Background: an optimization exercise with open tools, aiming at small area. Do not read the settings as production practice.
The RTL was checked by simulation tests, not by an equivalence proof against the original design.
The clock port is modelled as an ideal driver; clocking choices that lean on that would not hold on a real chip.
No activity file was given, so power comes from the tool's default toggle rates.

==> pepper <==
## mfcc_dct
module mfcc_dct(
    input         clk,
    input         rst,
    input  [15:0] in_data,
    input         in_valid,
    output        c0_valid,
    output [31:0] c0_data,
    output        c1_valid,
    output [31:0] c1_data,
    output        c2_valid,
    output [31:0] c2_data,
    output        c3_valid,
    output [31:0] c3_data,
    output        c4_valid,
    output [31:0] c4_data,
    output        c5_valid,
    output [31:0] c5_data,
    output        c6_valid,
    output [31:0] c6_data,
    output        c7_valid,
    output [31:0] c7_data,
    output        c8_valid,
    output [31:0] c8_data,
    output        c9_valid,
    output [31:0] c9_data,
    output        c10_valid,
    output [31:0] c10_data,
    output        c11_valid,
    output [31:0] c11_data,
    output        c12_valid,
    output [31:0] c12_data
    );
clock: 10.0 ns
lec_check: 0
abc_area: 1
cap_margin: 20
core_margin: 2
core_utilization: 65
gpl_timing_driven: 0
place_density: 0.75
slew_margin: 20
standard.sh (not shown) runs the stock make flow with config.mk's settings and CLKGATE_MAP_FILE= SYNTH_SCRIPT=/design/flow/synth_recipe.tcl, a recipe that flattens the netlist after the stock synthesis.
==> flow/flow/run.sh <==
#!/bin/bash
# Own flow: the standard layout (standard.sh: standard synthesis, floorplan, placement,
# CTS, routing) with these changes passed to ORFS through its own variables:
#  - the port buffers that buffer_ports inserts are sky130_fd_sc_hd__buf_1 (ORFS otherwise picks
#    clkdlybuf4s50_1, 10 um2 each); every port still gets its buffer;
#  - clock_tree_synthesis: clkbuf_16 sink clusters of up to 30 registers within 60 um, and no
#    dummy loads.
set -euo pipefail
cd "$(dirname "$0")/.."
export REMOVE_ABC_BUFFERS=1
export BUFFER_PORTS_ARGS="-buffer_cell sky130_fd_sc_hd__buf_1"
export CTS_ARGS="-sink_clustering_enable -repair_clock_nets -dont_use_dummy_load -buf_list sky130_fd_sc_hd__clkbuf_16 -sink_clustering_size 30 -sink_clustering_max_diameter 60"
bash standard.sh > standard_flow.log 2>&1
==> inputs of quartz, as changes to pepper <==
==> flow/flow/run.sh (replaced) <==
#!/bin/bash
# Own flow: the standard layout (standard.sh: standard synthesis, floorplan, placement,
# CTS, routing) with two changes passed to ORFS through its own variables:
#  - the port buffers that buffer_ports inserts are sky130_fd_sc_hd__buf_1 (ORFS otherwise picks
#    clkdlybuf4s50_1, 10 um2 each); every port still gets its buffer;
#  - clock_tree_synthesis runs without dummy loads.
set -euo pipefail
cd "$(dirname "$0")/.."
export BUFFER_PORTS_ARGS="-buffer_cell sky130_fd_sc_hd__buf_1"
export CTS_ARGS="-sink_clustering_enable -repair_clock_nets -dont_use_dummy_load -buf_list sky130_fd_sc_hd__clkbuf_16 -sink_clustering_size 30 -sink_clustering_max_diameter 60"
bash standard.sh > standard_flow.log 2>&1
- CTS_BUF_LIST: default -> sky130_fd_sc_hd__clkbuf_16
- CTS_CLUSTER_DIAMETER: default -> 60
- CTS_CLUSTER_SIZE: default -> 30
- GPL_TIMING_DRIVEN: 0 -> default
==> inputs of garnet, as changes to pepper <==
==> flow/flow/run.sh (replaced) <==
#!/bin/bash
# Own flow: the standard layout (standard.sh: standard synthesis, floorplan, placement,
# CTS, routing) with two changes passed to ORFS through its own variables:
#  - the port buffers that buffer_ports inserts are sky130_fd_sc_hd__buf_1 (ORFS otherwise picks
#    clkdlybuf4s50_1, 10 um2 each); every port still gets its buffer;
#  - clock_tree_synthesis runs without dummy loads.
set -euo pipefail
cd "$(dirname "$0")/.."
export BUFFER_PORTS_ARGS="-buffer_cell sky130_fd_sc_hd__buf_1"
export CTS_ARGS="-sink_clustering_enable -repair_clock_nets -dont_use_dummy_load -buf_list sky130_fd_sc_hd__clkbuf_16 -sink_clustering_size 30 -sink_clustering_max_diameter 60"
bash standard.sh > standard_flow.log 2>&1
- CORE_UTILIZATION: 65 -> 75
- GPL_TIMING_DRIVEN: 0 -> default
- PLACE_DENSITY: 0.75 -> 0.85
==> results.txt <==
	quartz	pepper	garnet
Worst path bufs/invs	2	7	6
Share of the final layout cell area in sequential cells	61.5%	61.0%	61.8%
CTS buffer count	107	109	105
Area added between synthesis and finish	5.33%	6.31%	4.83%
Met3 WL	17.0 mm	12.5 mm	22.6 mm
Buffer share of cell area	3.16%	3.67%	3.06%
Multi-input comb cells	3028	3029	3028
Delay contributed by the slowest stage of the critical path	0.63 ns	0.79 ns	0.61 ns
Crit. path cell count	35	35	38
Final core occ	69.1%	69.7%	79.6%
Worst setup path endpoint	rA4h	rA[1][30]	rA[1][30]
GRT met1 Usage	42.7%	40.5%	47.6%
Worst hold margin	0.249 ns	0.260 ns	0.249 ns
Startpoint of the most critical register-to-register path	rA[3][0]	ph[3]	j2[0]
Tap cell count	1536	1536	1368
Combinational group power	0.00223 W	0.00211 W	0.00233 W
WP data required	10.60 ns	10.62 ns	10.64 ns
Outcome	finished clean	finished clean	finished clean
Fillers	8337	8303	5405
Buffers inserted by post-CTS timing repair	0	8	0
Leakage component of the power	33.2 nW	33.4 nW	33.2 nW
Worst-case headroom to the max-slew limit	6.79%	19.8%	17.1%
Fraction of met2 tracks used by global routing	44.7%	44.9%	60.1%

==> v8 <==
mfcc_dct, a different RTL version from the one above (not shown whole).
Settings: LEC_CHECK=0, ABC_AREA=1, CAP_MARGIN=20, CORE_MARGIN=2, CORE_UTILIZATION=65, CTS_BUF_LIST=sky130_fd_sc_hd__clkbuf_16, CTS_CLUSTER_DIAMETER=60, CTS_CLUSTER_SIZE=30, PLACE_DENSITY=0.75, SLEW_MARGIN=20; clock period 10.0 ns.
==> flow/flow/run.sh <==
#!/bin/bash
# Own flow: the standard layout (standard.sh: standard synthesis, floorplan, placement,
# CTS, routing) with two changes passed to ORFS through its own variables:
#  - the port buffers that buffer_ports inserts are sky130_fd_sc_hd__buf_1 (ORFS otherwise picks
#    clkdlybuf4s50_1, 10 um2 each); every port still gets its buffer;
#  - clock_tree_synthesis runs without dummy loads.
set -euo pipefail
cd "$(dirname "$0")/.."
export BUFFER_PORTS_ARGS="-buffer_cell sky130_fd_sc_hd__buf_1"
export CTS_ARGS="-sink_clustering_enable -repair_clock_nets -dont_use_dummy_load -buf_list sky130_fd_sc_hd__clkbuf_16 -sink_clustering_size 30 -sink_clustering_max_diameter 60"
bash standard.sh > standard_flow.log 2>&1
==> inputs of v38, as changes to v8 <==
--- a/flow/design.v
+++ b/flow/design.v
@@ -93,19 +93,19 @@
     reg [16:0] u1, v1, u2, v2;
     reg [1:0]  j1, j2;           
     reg [3:0]  ocnt;             
     wire f1 = ~b1 | (k1 == 4'd12);
     wire f2 = ~b2 | (k2 == 4'd12);
-    wire       have = (qn != 2'd0) | nv;
-    wire [16:0] hu = (qn != 2'd0) ? qhu : nu;
-    wire [16:0] hv = (qn != 2'd0) ? qhv : nvv;
+    wire       have = (qn != 2'd0);    
+    wire [16:0] hu = qhu;
+    wire [16:0] hv = qhv;
     wire [2:0]  hj = dj;
     wire ld1 = have & f1 & hj[0];    
     wire ld2 = have & f2 & ~hj[0];   
     wire disp = ld1 | ld2;
-    wire deq = disp & (qn != 2'd0);
-    wire enq = nv & ~(disp & (qn == 2'd0));
+    wire deq = disp;
+    wire enq = nv;
     always @(posedge clk) begin
         if (rst) begin
             qn <= 2'd0;
             wp <= 2'd0;
             rp <= 2'd0;
==> inputs of v24, as changes to v8 <==
--- a/flow/design.v
+++ b/flow/design.v
@@ -93,19 +93,19 @@
     reg [16:0] u1, v1, u2, v2;
     reg [1:0]  j1, j2;           
     reg [3:0]  ocnt;             
     wire f1 = ~b1 | (k1 == 4'd12);
     wire f2 = ~b2 | (k2 == 4'd12);
-    wire       have = (qn != 2'd0) | nv;
-    wire [16:0] hu = (qn != 2'd0) ? qhu : nu;
-    wire [16:0] hv = (qn != 2'd0) ? qhv : nvv;
+    wire       have = (qn != 2'd0);    
+    wire [16:0] hu = qhu;
+    wire [16:0] hv = qhv;
     wire [2:0]  hj = dj;
     wire ld1 = have & f1 & hj[0];    
     wire ld2 = have & f2 & ~hj[0];   
     wire disp = ld1 | ld2;
-    wire deq = disp & (qn != 2'd0);
-    wire enq = nv & ~(disp & (qn == 2'd0));
+    wire deq = disp;
+    wire enq = nv;
     always @(posedge clk) begin
         if (rst) begin
             qn <= 2'd0;
             wp <= 2'd0;
             rp <= 2'd0;
--- a/flow/flow/run.sh
+++ b/flow/flow/run.sh
@@ -5,7 +5,7 @@
 #    clkdlybuf4s50_1, 10 um2 each); every port still gets its buffer;
 #  - clock_tree_synthesis runs without dummy loads.
 set -euo pipefail
 cd "$(dirname "$0")/.."
 export BUFFER_PORTS_ARGS="-buffer_cell sky130_fd_sc_hd__buf_1"
-export CTS_ARGS="-sink_clustering_enable -repair_clock_nets -dont_use_dummy_load -buf_list sky130_fd_sc_hd__clkbuf_16 -sink_clustering_size 30 -sink_clustering_max_diameter 60"
+export CTS_ARGS="-sink_clustering_enable -repair_clock_nets -dont_use_dummy_load -buf_list sky130_fd_sc_hd__clkbuf_16 -sink_clustering_size 34 -sink_clustering_max_diameter 70"
 bash standard.sh > standard_flow.log 2>&1
==> flow/config.mk (replaced) <==
export PLATFORM = sky130hd
export DESIGN_NAME = mfcc_dct
export DESIGN_NICKNAME = mfcc_dct
export VERILOG_FILES = /design/flow/design.v
export SDC_FILE = /design/flow/constraint.sdc
export NUM_CORES = 4
export LEC_CHECK = 0
export ABC_AREA = 1
export CAP_MARGIN = 20
export CORE_MARGIN = 2
export CORE_UTILIZATION = 72
export PLACE_DENSITY = 0.82
export SLEW_MARGIN = 20
==> inputs of v14, as changes to v8 <==
--- a/flow/design.v
+++ b/flow/design.v
@@ -93,19 +93,19 @@
     reg [16:0] u1, v1, u2, v2;
     reg [1:0]  j1, j2;           
     reg [3:0]  ocnt;             
     wire f1 = ~b1 | (k1 == 4'd12);
     wire f2 = ~b2 | (k2 == 4'd12);
-    wire       have = (qn != 2'd0) | nv;
-    wire [16:0] hu = (qn != 2'd0) ? qhu : nu;
-    wire [16:0] hv = (qn != 2'd0) ? qhv : nvv;
+    wire       have = (qn != 2'd0);    
+    wire [16:0] hu = qhu;
+    wire [16:0] hv = qhv;
     wire [2:0]  hj = dj;
     wire ld1 = have & f1 & hj[0];    
     wire ld2 = have & f2 & ~hj[0];   
     wire disp = ld1 | ld2;
-    wire deq = disp & (qn != 2'd0);
-    wire enq = nv & ~(disp & (qn == 2'd0));
+    wire deq = disp;
+    wire enq = nv;
     always @(posedge clk) begin
         if (rst) begin
             qn <= 2'd0;
             wp <= 2'd0;
             rp <= 2'd0;
--- a/flow/flow/run.sh
+++ b/flow/flow/run.sh
@@ -5,7 +5,7 @@
 #    clkdlybuf4s50_1, 10 um2 each); every port still gets its buffer;
 #  - clock_tree_synthesis runs without dummy loads.
 set -euo pipefail
 cd "$(dirname "$0")/.."
 export BUFFER_PORTS_ARGS="-buffer_cell sky130_fd_sc_hd__buf_1"
-export CTS_ARGS="-sink_clustering_enable -repair_clock_nets -dont_use_dummy_load -buf_list sky130_fd_sc_hd__clkbuf_16 -sink_clustering_size 30 -sink_clustering_max_diameter 60"
+export CTS_ARGS="-sink_clustering_enable -repair_clock_nets -dont_use_dummy_load -buf_list sky130_fd_sc_hd__clkbuf_16 -tree_buf sky130_fd_sc_hd__clkbuf_8 -sink_clustering_size 30 -sink_clustering_max_diameter 60"
 bash standard.sh > standard_flow.log 2>&1
==> results.txt <==
Sequential share of layout area: v14 is higher than v8 (0.30 points).
Of v24 and v8, v8 has the higher register-to-register slack (gap 0.05 ns).
Against v8, the non-clock buffer count of v38 is higher by 4.
In sequential cell count, v8 and v38 do not differ.
Between v8 and v38, the lower worst hold slack is in v38 (gap 0.0036 ns).
Between v8 and v24, the lower synthesized area is in v24 (gap 0.67%, measured against v24).
Between v14 and v24, the lower clock power is in v24 (gap about 8%, measured against v24).
In v24 the die area is smaller than in v14, by 9.6%.

static timing again, ports no longer ideal:
Ports are ideal in the flow. The routed layouts listed here were re-timed in OpenROAD.
Step 1 (the two cells are an assumption about what drives the block):
set clk [get_ports {clk}]
set_driving_cell -lib_cell sky130_fd_sc_hd__clkbuf_16 $clk
set_driving_cell -lib_cell sky130_fd_sc_hd__buf_2 [delete_from_list [all_inputs] $clk]
Step 2, shift: input delay + t, output delay - t, t = (earliest + latest rising clock arrival at the registers) / 2. This alone moves slack from input paths to output paths.
Three values: no drivers, after step 1, after step 2; two values: the first two.
| run | shift t [ns] | setup WS [ns] | clock arrival spread, ns | worst slew at a driven data input, ns | cell pins on the clock port's net |
|---|---|---|---|---|---|
| pepper | 0.748 | 0.467 / 0.467 / -0.114 | 0.151 / 0.151 | 0.14 | 1 |
| quartz | 0.778 | 0.533 / 0.533 / 0.024 | 0.155 / 0.154 | 0.07 | 1 |
| garnet | 0.793 | 0.575 / 0.575 / 0.116 | 0.164 / 0.164 | 0.07 | 1 |
| v8 | 0.765 | 0.707 / 0.707 / 0.081 | 0.123 / 0.123 | 0.12 | 1 |
| v38 | 0.749 | 0.681 / 0.681 / 0.466 | 0.133 / 0.132 | 0.05 | 1 |
| v24 | 0.757 | 0.662 / 0.662 / 0.511 | 0.117 / 0.117 | 0.07 | 1 |
| v14 | 0.749 | 0.681 / 0.681 / 0.466 | 0.133 / 0.132 | 0.05 | 1 |
Met with ideal ports but missed after step 2: setup timing in pepper. For v8, which loses most, drivers alone change the setup slack by 0.000 ns; drivers and shift together by -0.626 ns.
